Context: an optimization exercise on an open-source flow, tuned for small area, a short achievable clock period and few clock cycles per item. The choices shown serve that exercise and are no tape-out recipe.
Only simulation tests tie the RTL to the original design; equivalence was not proved.
Power is estimated from default activity; no workload was simulated.

==> v24: inputs <==
==> flow/design.v <==
module AO22(a1, a2, b1, b2, x);
input wire a1, a2, b1, b2;
output wire x;
assign x = (a1 & a2) | (b1 & b2);
endmodule
module AOI222(a1, a2, b1, b2, c1, c2, y);
input wire a1, a2, b1, b2, c1, c2;
output wire y;
assign y = ~((a1 & a2) | (b1 & b2) | (c1 & c2));
endmodule
module AOI22(a1, a2, b1, b2, y);
input wire a1, a2, b1, b2;
output wire y;
assign y = ~((a1 & a2) | (b1 & b2));
endmodule
module REG32(
    iClk,
    nRst, iEn,
    iD, oQ
);
input wire iClk, nRst, iEn;
input wire [31:0] iD;
output reg [31:0] oQ;
always@(posedge iClk or negedge nRst)
begin
    if(!nRst) oQ <= 32'd0;
    else begin
        if(iEn) oQ <= iD;
    end
end
endmodule
module registers(
    iClk, nRst,
    iWrite, iAddrW, iDataW,
    iBypV, iBypAddr, iBypData,
    iAddrA, iAddrB,
    oRegA, oRegB
);
input wire iClk, nRst;
input wire iWrite;
input wire [4:0] iAddrW;
input wire [31:0] iDataW;
input wire iBypV;
input wire [4:0] iBypAddr;
input wire [31:0] iBypData;
input wire [4:0] iAddrA, iAddrB;
output wire [31:0] oRegA, oRegB;
reg  [32*32-1:32] rf;    
wire [32*32-1:32] rf_d;
reg  [31:1] vld;
wire [31:1] we, nwe, byp;
wire [31:0] selA, selB;   
assign selA[0] = iBypV && (iBypAddr == iAddrA) && (iAddrA != 5'd0);
assign selB[0] = iBypV && (iBypAddr == iAddrB) && (iAddrB != 5'd0);
genvar g, b;
generate
    for (g = 1; g < 32; g = g + 1) begin : dec
        assign we[g]   = iWrite && (iAddrW == g);
        assign nwe[g]  = !we[g];
        assign byp[g]  = iBypV && (iBypAddr == g);
        assign selA[g] = vld[g] && !byp[g] && (iAddrA == g);
        assign selB[g] = vld[g] && !byp[g] && (iAddrB == g);
        for (b = 0; b < 32; b = b + 1) begin : wb
            AO22 wr(.a1(we[g]), .a2(iDataW[b]), .b1(nwe[g]), .b2(rf[g*32+b]), .x(rf_d[g*32+b]));
        end
    end
    for (b = 0; b < 32; b = b + 1) begin : rd
        wire [31:0] col = {rf[31*32+b], rf[30*32+b], rf[29*32+b], rf[28*32+b],
                           rf[27*32+b], rf[26*32+b], rf[25*32+b], rf[24*32+b],
                           rf[23*32+b], rf[22*32+b], rf[21*32+b], rf[20*32+b],
                           rf[19*32+b], rf[18*32+b], rf[17*32+b], rf[16*32+b],
                           rf[15*32+b], rf[14*32+b], rf[13*32+b], rf[12*32+b],
                           rf[11*32+b], rf[10*32+b], rf[ 9*32+b], rf[ 8*32+b],
                           rf[ 7*32+b], rf[ 6*32+b], rf[ 5*32+b], rf[ 4*32+b],
                           rf[ 3*32+b], rf[ 2*32+b], rf[ 1*32+b], iBypData[b]};
        RDBIT pa(.iSel(selA), .iD(col), .oQ(oRegA[b]));
        RDBIT pb(.iSel(selB), .iD(col), .oQ(oRegB[b]));
    end
endgenerate
always @(posedge iClk) rf <= rf_d;
always @(posedge iClk or negedge nRst) begin
    if (!nRst) vld <= 31'd0;
    else vld <= vld | we;
end
endmodule
module RDBIT(iSel, iD, oQ);
input  wire [31:0] iSel, iD;
output wire        oQ;
wire [10:0] n;
genvar t;
generate
    for (t = 0; t < 10; t = t + 1) begin : g3
        AOI222 u(.a1(iSel[3*t]), .a2(iD[3*t]), .b1(iSel[3*t+1]), .b2(iD[3*t+1]),
                 .c1(iSel[3*t+2]), .c2(iD[3*t+2]), .y(n[t]));
    end
endgenerate
AOI222 u10(.a1(iSel[30]), .a2(iD[30]), .b1(iSel[31]), .b2(iD[31]), .c1(1'b0), .c2(1'b0), .y(n[10]));
assign oQ = ~(&n[3:0]) | ~(&n[7:4]) | ~(&n[10:8]);
endmodule
module ALU(
    iSub,
    iRegA, iRegB,
    oRegC
);
input  wire        iSub;
input  wire [31:0] iRegA, iRegB;
output wire [31:0] oRegC;
assign oRegC = iRegA + iRegB + {31'd0, iSub};
endmodule
module PROCESSOR (
    iClk, nRst, iRDY,
    oMemAddr, oMemData,
    iMemData,
    oMemWrite, oMemRead
);
input wire iClk, nRst, iRDY;
output wire [31:0] oMemAddr, oMemData;
input wire  [31:0] iMemData;
output wire        oMemWrite, oMemRead;
wire [4:0]  fA   = iMemData[31:27];
wire [4:0]  fB   = iMemData[26:22];
wire [10:0] fOpx = iMemData[16:6];
wire [5:0]  fOp  = iMemData[5:0];
wire f_addi = (fOp == 6'h04);
wire f_ldw  = (fOp == 6'h17);
wire f_stw  = (fOp == 6'h15);
wire f_br   = (fOp == 6'h06);
wire f_beq  = (fOp == 6'h26);
wire f_blt  = (fOp == 6'h16);
wire f_call = (fOp == 6'h00);
wire f_rt   = (fOp == 6'h3A);
wire f_add  = f_rt && (fOpx == 11'h620);
wire f_sub  = f_rt && (fOpx == 11'h720);
wire f_ret  = f_rt && (fOpx == 11'h0A0);
wire f_wr   = f_addi || f_add || f_sub || f_call;
wire [4:0] f_dest = f_rt ? iMemData[21:17] : f_call ? 5'd31 : fB;
reg [31:0] eA, eB;       
reg [31:0] eY;           
reg [25:0] eI;           
reg [31:0] ePF;          
reg e_wr, e_call, e_ret, e_br, e_beq, e_blt, e_ldw, e_stw, e_rt, e_sub;
reg e_done;              
reg [4:0] e_dest;        
wire [31:0] e_imm   = {{16{eI[15]}}, eI[15:0]};
wire [31:0] e_imm26 = {6'd0, eI};
wire [31:0] sum;
ALU alu(.iSub(e_sub), .iRegA(eA), .iRegB(eY), .oRegC(sum));
wire [31:0] e_res = e_call ? ePF : sum;
wire e_taken = e_br || (e_beq && (eA == e_imm)) || (e_blt && (eA < eB));
wire [31:0] nfa = e_call  ? e_imm26 :
                  e_taken ? ePF + e_imm :
                  ePF;
wire mem = (e_ldw || e_stw) && !e_done;    
wire [31:0] ra, rb;
registers regs(
    .iClk(iClk), .nRst(nRst),
    .iWrite(iRDY && (mem ? e_ldw : e_wr)), .iAddrW(e_dest), .iDataW(mem ? iMemData : e_res),
    .iBypV(e_wr), .iBypAddr(e_dest), .iBypData(e_res),
    .iAddrA(fA), .iAddrB(fB),
    .oRegA(ra), .oRegB(rb)
);
wire [31:0] pf_nx = e_call ? e_imm26 :
                    e_ret  ? eA :
                    nfa + 32'd4;
wire fetch = iRDY && !mem;    
always @(posedge iClk) begin
    if (fetch) begin
        eA    <= ra;
        eB    <= rb;
        eY    <= f_rt ? (rb ^ {32{f_sub}}) : {{16{iMemData[21]}}, iMemData[21:6]};
        ePF   <= pf_nx;
        e_ret <= f_ret;
        e_br  <= f_br;
        e_beq <= f_beq;
        e_blt <= f_blt;
        e_rt  <= f_rt;
        e_sub <= f_sub;
        e_dest <= f_dest;
    end
end
always @(posedge iClk or negedge nRst) begin
    if (!nRst) begin
        eI     <= 26'd0;
        e_call <= 1'b1;
        e_wr   <= 1'b0;
        e_ldw  <= 1'b0;
        e_stw  <= 1'b0;
        e_done <= 1'b0;
    end else if (iRDY) begin
        if (mem) begin
            e_done <= 1'b1;
        end else begin
            eI     <= iMemData[31:6];
            e_call <= f_call;
            e_wr   <= f_wr;
            e_ldw  <= f_ldw;
            e_stw  <= f_stw;
            e_done <= 1'b0;
        end
    end
end
assign oMemAddr  = mem ? sum : nfa;
assign oMemRead  = !(mem && e_stw);
assign oMemWrite = mem && e_stw;
assign oMemData  = eB;
endmodule
==> flow/run.sh <==
#!/bin/bash
# synth_recipe.tcl (not shown) runs the flow's synth.tcl, then flattens the netlist and writes it again
# the make line also repeats each setting of config.mk as NAME=value (left out here)
make -C /OpenROAD-flow-scripts/flow DESIGN_CONFIG=/design/flow/config.mk WORK_HOME=/design/flow/orfs CLKGATE_MAP_FILE= SYNTH_SCRIPT=/design/flow/synth_recipe.tcl finish
==> flow/config.mk <==
export PLATFORM = sky130hd
export DESIGN_NAME = PROCESSOR
export DESIGN_NICKNAME = PROCESSOR
export VERILOG_FILES = /design/flow/design.v
export SDC_FILE = /design/flow/constraint.sdc
export NUM_CORES = 4
export LEC_CHECK = 0
export CAP_MARGIN = 20
export CORE_MARGIN = 2
export CORE_UTILIZATION = 30
export SETUP_SLACK_MARGIN = 5
export SLEW_MARGIN = 20
export SYNTH_HIERARCHICAL = 1
export SYNTH_MINIMUM_KEEP_SIZE = 0
==> flow/constraint.sdc <==
create_clock -name core_clock -period 10.0 [get_ports {iClk}]
set_input_delay 2.0000 -clock core_clock [delete_from_list [all_inputs] [get_ports {iClk}]]
set_output_delay 2.0000 -clock core_clock [all_outputs]
set_load 0.01 [all_outputs]
==> v6: changes against v24 <==
--- a/flow/design.v
+++ b/flow/design.v
@@ -74,5 +74,5 @@
                            rf[ 7*32+b], rf[ 6*32+b], rf[ 5*32+b], rf[ 4*32+b],
-                           rf[ 3*32+b], rf[ 2*32+b], rf[ 1*32+b], iBypData[b]};
-        RDBIT pa(.iSel(selA), .iD(col), .oQ(oRegA[b]));
-        RDBIT pb(.iSel(selB), .iD(col), .oQ(oRegB[b]));
+                           rf[ 3*32+b], rf[ 2*32+b], rf[ 1*32+b], 1'b0};
+        RDBIT pa(.iSel(selA[31:1]), .iD(col[31:1]), .iBypS(selA[0]), .iBypD(iBypData[b]), .oQ(oRegA[b]));
+        RDBIT pb(.iSel(selB[31:1]), .iD(col[31:1]), .iBypS(selB[0]), .iBypD(iBypData[b]), .oQ(oRegB[b]));
     end
@@ -85,6 +85,7 @@
 endmodule
-module RDBIT(iSel, iD, oQ);
-input  wire [31:0] iSel, iD;
+module RDBIT(iSel, iD, iBypS, iBypD, oQ);
+input  wire [31:1] iSel, iD;
+input  wire        iBypS, iBypD;
 output wire        oQ;
-wire [10:0] n;
+wire [9:0] n;
 genvar t;
@@ -92,8 +93,7 @@
     for (t = 0; t < 10; t = t + 1) begin : g3
-        AOI222 u(.a1(iSel[3*t]), .a2(iD[3*t]), .b1(iSel[3*t+1]), .b2(iD[3*t+1]),
-                 .c1(iSel[3*t+2]), .c2(iD[3*t+2]), .y(n[t]));
+        AOI222 u(.a1(iSel[3*t+1]), .a2(iD[3*t+1]), .b1(iSel[3*t+2]), .b2(iD[3*t+2]),
+                 .c1(iSel[3*t+3]), .c2(iD[3*t+3]), .y(n[t]));
     end
 endgenerate
-AOI222 u10(.a1(iSel[30]), .a2(iD[30]), .b1(iSel[31]), .b2(iD[31]), .c1(1'b0), .c2(1'b0), .y(n[10]));
-assign oQ = ~(&n[3:0]) | ~(&n[7:4]) | ~(&n[10:8]);
+assign oQ = ~(&n[3:0]) | ~(&n[7:4]) | ~(&n[9:8]) | (iSel[31] & iD[31]) | (iBypS & iBypD);
 endmodule
@@ -107,3 +107,4 @@
 output wire [31:0] oRegC;
-assign oRegC = iRegA + iRegB + {31'd0, iSub};
+wire [32:0] t = {iRegA, 1'b1} + {iRegB, iSub};
+assign oRegC = t[32:1];
 endmodule
CTS_CLUSTER_DIAMETER = 80   (was not set)
CTS_CLUSTER_SIZE = 25   (was not set)
TNS_END_PERCENT = 20   (was not set)
==> v4: changes against v24 <==
--- a/flow/design.v
+++ b/flow/design.v
@@ -107,3 +107,4 @@
 output wire [31:0] oRegC;
-assign oRegC = iRegA + iRegB + {31'd0, iSub};
+wire [32:0] t = {iRegA, 1'b1} + {iRegB, iSub};
+assign oRegC = t[32:1];
 endmodule
CTS_CLUSTER_DIAMETER = 80   (was not set)
CTS_CLUSTER_SIZE = 25   (was not set)
==> notes <==
v4 went through all stages and came out clean. v6 went through all stages and came out clean. v24 finished clean. The highest die area belongs to v24, the lowest to v6. The highest total power belongs to v24, the lowest to v6. In v6 the setup slack is lower than in v4, by 0.037 ns. Of v24 and v6, v24 has the higher clock skew (gap 0.0028 ns).
Testbench counts of v24, summed over its fixed seeds: cycles 72,000, txns 72,000.
Testbench counts of v6, summed over its fixed seeds: cycles 72,000, txns 72,000.
Testbench counts of v4, summed over its fixed seeds: cycles 72,000, txns 72,000.

---

==> v20 <==
PROCESSOR, a different RTL version from the one above (not shown whole).
==> module G_NAND3, before the edit <==
module G_NAND3(a, b, c, y); input wire a, b, c; output wire y; assign y = ~(a & b & c); endmodule
==> module G_AOI221, before the edit <==
module G_AOI221(a1, a2, b1, b2, c1, y); input wire a1, a2, b1, b2, c1; output wire y; assign y = ~((a1 & a2) | (b1 & b2) | c1); endmodule
==> module PROCESSOR, before the edit <==
module PROCESSOR (
    iClk, nRst, iRDY,
    oMemAddr, oMemData,
    iMemData,
    oMemWrite, oMemRead
);
input wire iClk, nRst, iRDY;
output wire [31:0] oMemAddr, oMemData;
input wire  [31:0] iMemData;
output wire        oMemWrite, oMemRead;
wire [4:0]  fA   = iMemData[31:27];
wire [4:0]  fB   = iMemData[26:22];
wire [10:0] fOpx = iMemData[16:6];
wire [5:0]  fOp  = iMemData[5:0];
wire f_addi = (fOp == 6'h04);
wire f_ldw  = (fOp == 6'h17);
wire f_stw  = (fOp == 6'h15);
wire f_br   = (fOp == 6'h06);
wire f_beq  = (fOp == 6'h26);
wire f_blt  = (fOp == 6'h16);
wire f_call = (fOp == 6'h00);
wire f_rt   = (fOp == 6'h3A);
wire f_add  = f_rt && (fOpx == 11'h620);
wire f_sub  = f_rt && (fOpx == 11'h720);
wire f_ret  = f_rt && (fOpx == 11'h0A0);
wire f_wr   = f_addi || f_add || f_sub || f_call;
wire [4:0] f_dest = f_rt ? iMemData[21:17] : f_call ? 5'd31 : fB;
reg [31:0] eA, eB;       
reg [31:0] eY;           
reg [25:0] eI;           
reg [31:0] ePF;          
reg        eS;           
reg e_wr, e_call, e_ret, e_br, e_beq, e_blt, e_ldw, e_stw, e_rt, e_sub;
reg e_done;              
reg [4:0] e_dest;        
wire [31:0] e_imm   = {{16{eS}}, eI[15:0]};    
wire [31:0] e_imm26 = {6'd0, eI};
wire [31:0] sum;
ALU alu(.iSub(e_sub), .iRegA(eA), .iRegB(eY), .oRegC(sum));
wire [31:0] e_res = e_call ? ePF : sum;
wire [3:0] e_eq, e_lt;
FEQ32 ceq(.iA(eA), .iB(e_imm), .oEQ(e_eq));
FLT32 clt(.iA(eA), .iB(eB), .oLT(e_lt));
wire [31:0] tgt;
FADD32 atg(.iA(ePF), .iB(e_imm), .oS(tgt));
wire mem = (e_ldw || e_stw) && !e_done;    
wire sc = !mem && e_call;
wire nmc = e_br || mem || e_call;    
genvar gq, gb;
generate
    for (gq = 0; gq < 4; gq = gq + 1) begin : nf
        wire st, sp;
        G_AO221 ust(.a1(e_blt), .a2(e_lt[gq]), .b1(e_beq), .b2(e_eq[gq]), .c1(e_br), .y(st));
        G_AOI221 usp(.a1(e_blt), .a2(e_lt[gq]), .b1(e_beq), .b2(e_eq[gq]), .c1(nmc), .y(sp));
        for (gb = 8*gq; gb < 8*gq + 8; gb = gb + 1) begin : b
            wire ys, yt, yp, yi;
            G_NAND2 us(.a(mem), .b(sum[gb]), .y(ys));
            G_NAND2 ut(.a(st), .b(tgt[gb]), .y(yt));
            G_NAND2 up(.a(sp), .b(ePF[gb]), .y(yp));
            if (gb < 26) begin : i26
                G_NAND2 ui(.a(sc), .b(eI[gb]), .y(yi));
                G_NAND4 uc(.a(ys), .b(yt), .c(yp), .d(yi), .y(oMemAddr[gb]));
            end else begin : n26
                G_NAND3 uc(.a(ys), .b(yt), .c(yp), .y(oMemAddr[gb]));
            end
        end
    end
endgenerate
wire [31:0] ra, rb;
registers regs(
    .iClk(iClk), .nRst(nRst),
    .iWrite(iRDY && (mem ? e_ldw : e_wr)), .iAddrW(e_dest), .iDataW(mem ? iMemData : e_res),
    .iBypV(e_wr), .iBypAddr(e_dest), .iBypData(e_res),
    .iAddrA(fA), .iAddrB(fB),
    .oRegA(ra), .oRegB(rb)
);
wire [31:0] pf_nx = e_call ? e_imm26 :
                    e_ret  ? eA :
                    oMemAddr + 32'd4;     
wire fetch = iRDY && !mem;    
wire [128:0] eq_q = {eS, eA, eB, eY, ePF};
wire [128:0] eq_n = {iMemData[21], ra, rb, f_rt ? (rb ^ {32{f_sub}}) : {{16{iMemData[21]}}, iMemData[21:6]}, pf_nx};
wire [128:0] eq_d;
wire nfetch = !fetch;
genvar ge;
generate
    for (ge = 0; ge < 129; ge = ge + 1) begin : ed
        AO22 u(.a1(fetch), .a2(eq_n[ge]), .b1(nfetch), .b2(eq_q[ge]), .x(eq_d[ge]));
    end
endgenerate
always @(posedge iClk) begin
    {eS, eA, eB, eY, ePF} <= eq_d;
end
always @(posedge iClk) begin
    if (fetch) begin
        e_ret <= f_ret;
        e_br  <= f_br;
        e_beq <= f_beq;
        e_blt <= f_blt;
        e_rt  <= f_rt;
        e_sub <= f_sub;
        e_dest <= f_dest;
    end
end
always @(posedge iClk or negedge nRst) begin
    if (!nRst) begin
        eI     <= 26'd0;
        e_call <= 1'b1;
        e_wr   <= 1'b0;
        e_ldw  <= 1'b0;
        e_stw  <= 1'b0;
        e_done <= 1'b0;
    end else if (iRDY) begin
        if (mem) begin
            e_done <= 1'b1;
        end else begin
            eI     <= iMemData[31:6];
            e_call <= f_call;
            e_wr   <= f_wr;
            e_ldw  <= f_ldw;
            e_stw  <= f_stw;
            e_done <= 1'b0;
        end
    end
end
assign oMemRead  = !(mem && e_stw);
assign oMemWrite = mem && e_stw;
assign oMemData  = eB;
endmodule
clock: 10.0 ns
lec_check: 0
cap_margin: 20
core_margin: 2
core_utilization: 30
cts_cluster_diameter: 80
cts_cluster_size: 25
setup_slack_margin: 5
slew_margin: 20
synth_hierarchical: 1
synth_minimum_keep_size: 0
tns_end_percent: 20
run.sh (not shown) runs the stock make flow with config.mk's settings and CLKGATE_MAP_FILE= SYNTH_SCRIPT=/design/flow/synth_recipe.tcl, a recipe that flattens the netlist after the stock synthesis.
==> v13 (differences from v20) <==
--- a/flow/design.v
+++ b/flow/design.v
@@ -118,8 +118,6 @@
 module G_NOR2B(a, b, y);  input wire a, b; output wire y; assign y = ~(a | ~b); endmodule
 module G_NOR3(a, b, c, y);  input wire a, b, c; output wire y; assign y = ~(a | b | c); endmodule
 module G_AO221(a1, a2, b1, b2, c1, y); input wire a1, a2, b1, b2, c1; output wire y; assign y = (a1 & a2) | (b1 & b2) | c1; endmodule
-module G_NAND3(a, b, c, y); input wire a, b, c; output wire y; assign y = ~(a & b & c); endmodule
-module G_AOI221(a1, a2, b1, b2, c1, y); input wire a1, a2, b1, b2, c1; output wire y; assign y = ~((a1 & a2) | (b1 & b2) | c1); endmodule
 module G_NAND4(a, b, c, d, y); input wire a, b, c, d; output wire y; assign y = ~(a & b & c & d); endmodule
 module FADD32C(iA, iB, iCI, oS);
 input  wire [31:0] iA, iB;
@@ -1136,11 +1134,10 @@
 reg [31:0] eY;           
 reg [25:0] eI;           
 reg [31:0] ePF;          
-reg        eS;           
 reg e_wr, e_call, e_ret, e_br, e_beq, e_blt, e_ldw, e_stw, e_rt, e_sub;
 reg e_done;              
 reg [4:0] e_dest;        
-wire [31:0] e_imm   = {{16{eS}}, eI[15:0]};    
+wire [31:0] e_imm   = {{16{eI[15]}}, eI[15:0]};
 wire [31:0] e_imm26 = {6'd0, eI};
 wire [31:0] sum;
 ALU alu(.iSub(e_sub), .iRegA(eA), .iRegB(eY), .oRegC(sum));
@@ -1152,23 +1149,20 @@
 FADD32 atg(.iA(ePF), .iB(e_imm), .oS(tgt));
 wire mem = (e_ldw || e_stw) && !e_done;    
 wire sc = !mem && e_call;
-wire nmc = e_br || mem || e_call;    
 genvar gq, gb;
 generate
     for (gq = 0; gq < 4; gq = gq + 1) begin : nf
         wire st, sp;
         G_AO221 ust(.a1(e_blt), .a2(e_lt[gq]), .b1(e_beq), .b2(e_eq[gq]), .c1(e_br), .y(st));
-        G_AOI221 usp(.a1(e_blt), .a2(e_lt[gq]), .b1(e_beq), .b2(e_eq[gq]), .c1(nmc), .y(sp));
+        G_NOR3  usp(.a(st), .b(mem), .c(e_call), .y(sp));
         for (gb = 8*gq; gb < 8*gq + 8; gb = gb + 1) begin : b
-            wire ys, yt, yp, yi;
-            G_NAND2 us(.a(mem), .b(sum[gb]), .y(ys));
-            G_NAND2 ut(.a(st), .b(tgt[gb]), .y(yt));
-            G_NAND2 up(.a(sp), .b(ePF[gb]), .y(yp));
+            wire y1, y2;
+            AOI222 uo(.a1(mem), .a2(sum[gb]), .b1(st), .b2(tgt[gb]), .c1(sp), .c2(ePF[gb]), .y(y1));
             if (gb < 26) begin : i26
-                G_NAND2 ui(.a(sc), .b(eI[gb]), .y(yi));
-                G_NAND4 uc(.a(ys), .b(yt), .c(yp), .d(yi), .y(oMemAddr[gb]));
+                G_NAND2 ui(.a(sc), .b(eI[gb]), .y(y2));
+                G_NAND2 uc(.a(y1), .b(y2), .y(oMemAddr[gb]));
             end else begin : n26
-                G_NAND3 uc(.a(ys), .b(yt), .c(yp), .y(oMemAddr[gb]));
+                G_INV uc(.a(y1), .y(oMemAddr[gb]));
             end
         end
     end
@@ -1185,21 +1179,12 @@
                     e_ret  ? eA :
                     oMemAddr + 32'd4;     
 wire fetch = iRDY && !mem;    
-wire [128:0] eq_q = {eS, eA, eB, eY, ePF};
-wire [128:0] eq_n = {iMemData[21], ra, rb, f_rt ? (rb ^ {32{f_sub}}) : {{16{iMemData[21]}}, iMemData[21:6]}, pf_nx};
-wire [128:0] eq_d;
-wire nfetch = !fetch;
-genvar ge;
-generate
-    for (ge = 0; ge < 129; ge = ge + 1) begin : ed
-        AO22 u(.a1(fetch), .a2(eq_n[ge]), .b1(nfetch), .b2(eq_q[ge]), .x(eq_d[ge]));
-    end
-endgenerate
-always @(posedge iClk) begin
-    {eS, eA, eB, eY, ePF} <= eq_d;
-end
 always @(posedge iClk) begin
     if (fetch) begin
+        eA    <= ra;
+        eB    <= rb;
+        eY    <= f_rt ? (rb ^ {32{f_sub}}) : {{16{iMemData[21]}}, iMemData[21:6]};
+        ePF   <= pf_nx;
         e_ret <= f_ret;
         e_br  <= f_br;
         e_beq <= f_beq;
==> comparison <==
- In v20 the hold slack is better than in v13, by 0.0083 ns.
- v20 passed the timing, DRC and antenna checks. v13 finished clean.
- Of v13 and v20, v20 has the higher cell count (gap about 1.7%, measured against v20).
- Between v13 and v20, the lower global-route usage is in v13 (gap 1.2 points).
- Of v20 and v13, v20 has the higher clock power (gap 13%, measured against v13).
Testbench counts of v20, summed over its fixed seeds: cycles 72,000, txns 72,000.
Testbench counts of v13, summed over its fixed seeds: cycles 72,000, txns 72,000.

what the ideal ports hide:
In the flow no input, the clock included, has a driving cell. The finished layouts below were timed again as built, in two steps.
Step 1 assumes that a clkbuf_16 drives the clock port and a buf_2 every other input.
Step 2 also shifts input and output timing later by t, the mid clock arrival at the registers, as if the neighbouring blocks saw the same clock.
a / b / c = ideal ports / drivers / drivers and shift; a / b = the first two.
run | t (ns) | setup slack, ns | pins driven straight from the clock port
v24 | 0.866 | 3.863 / 3.777 / 4.096 | 1
v6 | 0.774 | 3.880 / 3.788 / 3.829 | 1
v4 | 0.837 | 3.917 / 3.827 / 3.974 | 1
v20 | 0.792 | 4.678 / 4.658 / 3.888 | 1
v13 | 0.826 | 4.312 / 4.236 / 3.571 | 1
After both steps every run listed still meets setup and hold. For v20, which loses most, drivers alone change the setup slack by -0.020 ns; drivers and shift together by -0.790 ns.
